Context: an optimization exercise on an open-source flow, tuned for small area. The choices shown serve that exercise and are no tape-out recipe.
Where RTL was checked, it was by simulation tests only, not by an equivalence proof against the original.
Power is estimated from default activity; no workload was simulated.

==> module cfg_test_top, before the edit <==
module cfg_test_top(
    input             clk ,
    input             rstn ,
    input      [31:0] addr ,
    input      [31:0] wdata ,
    output reg [31:0] rdata ,
    output            rdata_vld ,
    input             wr ,
    input             rd
);
wire [5:0] a = addr[5:0];
reg        rd_count_mode;
reg        sample_mode;
reg [31:0] r02, r03, r04, r10, r11, r12, r13, r14;
always @(posedge clk) begin
    if (!rstn) begin
        rd_count_mode <= 1'b0;
        sample_mode   <= 1'b0;
        r02 <= 32'd0;
        r03 <= 32'd0;
        r04 <= 32'd0;
        r10 <= 32'd0;
        r11 <= 32'd0;
        r12 <= 32'd0;
        r13 <= 32'd0;
        r14 <= 32'd0;
    end else if (wr) begin
        case (a)
            6'h00: rd_count_mode <= wdata[0];
            6'h01: sample_mode   <= wdata[0];
            6'h02: r02 <= wdata;
            6'h03: r03 <= wdata;
            6'h04: r04 <= wdata;
            6'h10: r10 <= wdata;
            6'h11: r11 <= wdata;
            6'h12: r12 <= wdata;
            6'h13: r13 <= wdata;
            6'h14: r14 <= wdata;
            default: ;
        endcase
    end
end
reg        rst_d;
always @(posedge clk)
    rst_d <= ~rstn;
reg  [18:0] up;
reg         s_prev;
wire        s = |up[18:7] | (up[6:5] == 2'b11 & |up[4:2]);    
always @(posedge clk) begin
    up     <= rstn ? up + 19'd1 : 19'd0;
    s_prev <= s;
end
wire e = s & ~s_prev;
reg  [31:0] acc;
wire        is23 = (a == 6'h23);
wire [31:0] acc_inc = acc + {31'd0, sample_mode ? s : e};
always @(posedge clk) begin
    if (!rstn)
        acc <= 32'd0;
    else if (wr && is23)
        acc <= wdata;
    else if (rd && is23 && !rd_count_mode)
        acc <= 32'd0;
    else
        acc <= acc_inc;
end
reg  [5:0] ar;
reg  [31:0] x;
wire [31:0] p1 = (ar == 6'h02) ? x : r02;
always @(posedge clk)
    x <= (a[0] ? acc : (a[5] ? p1 : r02)) + {31'd0, a[0] ? (sample_mode & s) : a[5]};
reg        v1, v2;
always @(posedge clk) begin
    ar <= {a[5:1], a[0] | (rst_d & a[5] & ~a[1])};
    v1 <= rd;
    v2 <= v1;
end
assign rdata_vld = v2;
always @(posedge clk) begin
    case (ar)
        6'h00: rdata <= {31'd0, rd_count_mode};
        6'h01: rdata <= {31'd0, sample_mode};
        6'h02: rdata <= r02;
        6'h03: rdata <= r03;
        6'h04: rdata <= r04;
        6'h10: rdata <= r10;
        6'h11: rdata <= r11;
        6'h12: rdata <= r12;
        6'h13: rdata <= r13;
        6'h14: rdata <= r14;
        6'h20: rdata <= x;
        6'h21: rdata <= 32'h1;
        6'h22: rdata <= 32'h0;
        6'h23: rdata <= x;
        default: rdata <= 32'hF0F0F0F0;
    endcase
end
endmodule
export LEC_CHECK = 0
export CAP_MARGIN = 0
export CORE_MARGIN = 2
export CORE_UTILIZATION = 70
export CTS_BUF_LIST = sky130_fd_sc_hd__clkbuf_8
export CTS_CLUSTER_DIAMETER = 100
export CTS_CLUSTER_SIZE = 16
export SLEW_MARGIN = 0
create_clock -name core_clock -period 5.0 [get_ports {clk}]
standard.sh (not shown) runs the stock make flow with config.mk's settings and CLKGATE_MAP_FILE= SYNTH_SCRIPT=/design/flow/synth_recipe.tcl, a recipe that flattens the netlist after the stock synthesis.
==> flow/flow/run.sh <==
#!/bin/bash
set -euo pipefail
work=$(pwd)
rm -rf "$work/scripts"
mkdir -p "$work/scripts"
cp -r "$FLOW_HOME/scripts/." "$work/scripts/"
cp "$work/flow/abc.script" "$work/scripts/abc_speed.script"
export SCRIPTS_DIR="$work/scripts"
export BUFFER_PORTS_ARGS="-buffer_cell sky130_fd_sc_hd__buf_1"
bash standard.sh > "$work/orfs_make.log" 2>&1
==> flow/flow/abc.script <==
&get -n
&st
&syn4
&dch
&nf -a -R 1000
&put
Edit:
--- a/flow/design.v
+++ b/flow/design.v
@@ -7,10 +7,36 @@
     output            rdata_vld ,
     input             wr ,
     input             rd
 );
 wire [5:0] a = addr[5:0];
+function [31:0] inc32(input [31:0] q, input ci);
+    integer i;
+    reg     c;
+    begin
+        c = ci;
+        for (i = 0; i < 32; i = i + 1) begin
+            inc32[i] = q[i] ^ c;
+            c        = c & q[i];
+        end
+    end
+endfunction
+function [31:0] inc32b(input [31:0] q, input ci);
+    integer i, k;
+    reg     c, bc;
+    begin
+        bc = ci;
+        for (k = 0; k < 8; k = k + 1) begin
+            c = bc;
+            for (i = 4 * k; i < 4 * k + 4; i = i + 1) begin
+                inc32b[i] = q[i] ^ c;
+                c         = c & q[i];
+            end
+            bc = bc & (&q[4 * k +: 4]);
+        end
+    end
+endfunction
 reg        rd_count_mode;
 reg        sample_mode;
 reg [31:0] r02, r03, r04, r10, r11, r12, r13, r14;
 always @(posedge clk) begin
     if (!rstn) begin
@@ -45,17 +71,17 @@
     rst_d <= ~rstn;
 reg  [18:0] up;
 reg         s_prev;
 wire        s = |up[18:7] | (up[6:5] == 2'b11 & |up[4:2]);    
 always @(posedge clk) begin
-    up     <= rstn ? up + 19'd1 : 19'd0;
+    up     <= rstn ? inc32({13'd0, up}, 1'b1) : 19'd0;
     s_prev <= s;
 end
 wire e = s & ~s_prev;
 reg  [31:0] acc;
 wire        is23 = (a == 6'h23);
-wire [31:0] acc_inc = acc + {31'd0, sample_mode ? s : e};
+wire [31:0] acc_inc = inc32(acc, sample_mode ? s : e);
 always @(posedge clk) begin
     if (!rstn)
         acc <= 32'd0;
     else if (wr && is23)
         acc <= wdata;
@@ -66,11 +92,11 @@
 end
 reg  [5:0] ar;
 reg  [31:0] x;
 wire [31:0] p1 = (ar == 6'h02) ? x : r02;
 always @(posedge clk)
-    x <= (a[0] ? acc : (a[5] ? p1 : r02)) + {31'd0, a[0] ? (sample_mode & s) : a[5]};
+    x <= inc32b(a[0] ? acc : (a[5] ? p1 : r02), a[0] ? (sample_mode & s) : a[5]);
 reg        v1, v2;
 always @(posedge clk) begin
     ar <= {a[5:1], a[0] | (rst_d & a[5] & ~a[1])};
     v1 <= rd;
     v2 <= v1;
Result:
- The changed run reached the layout checks and failed them: setup timing
- setup slack is worse by 1.7 ns
- total power is about the same
- via count fell by 6.7%
- clock-buffer cell count stays the same
- synthesized cell count fell by 11%
- die area fell by about 1.4%
- area after synthesis fell by about 1.5%
- cell count fell by 7.8%
- cell area rose by about 2.3%
Only the layout flow was run in the second run of this note; the RTL was not checked for function there.

## afterwards: timing with drivers on the ports
No port has a modelled driver above. Below, the same layouts with a new extraction and two added sets of constraints.
Step 1, drivers: a clkbuf_16 drives clk and a buf_2 each remaining input, both assumed.
Step 2 moves the port delays by t, midway between the first and last clock arrival at a register: inputs arrive t later, outputs are due t later. That takes back most of the time a late clock gives input paths.
Three values: ideal ports, drivers, drivers and shift; two values: the first two.
run	t (ns)	setup slack, ns	worst data-port slew with drivers (ns)
the first run	0.633	0.423 / 0.423 / 0.072	0.08
the second run	0.657	-1.272 / -1.272 / -1.272	0.08
The setup slack of the first run, which loses most, moves by 0.000 ns with the drivers and by -0.351 ns with both steps.
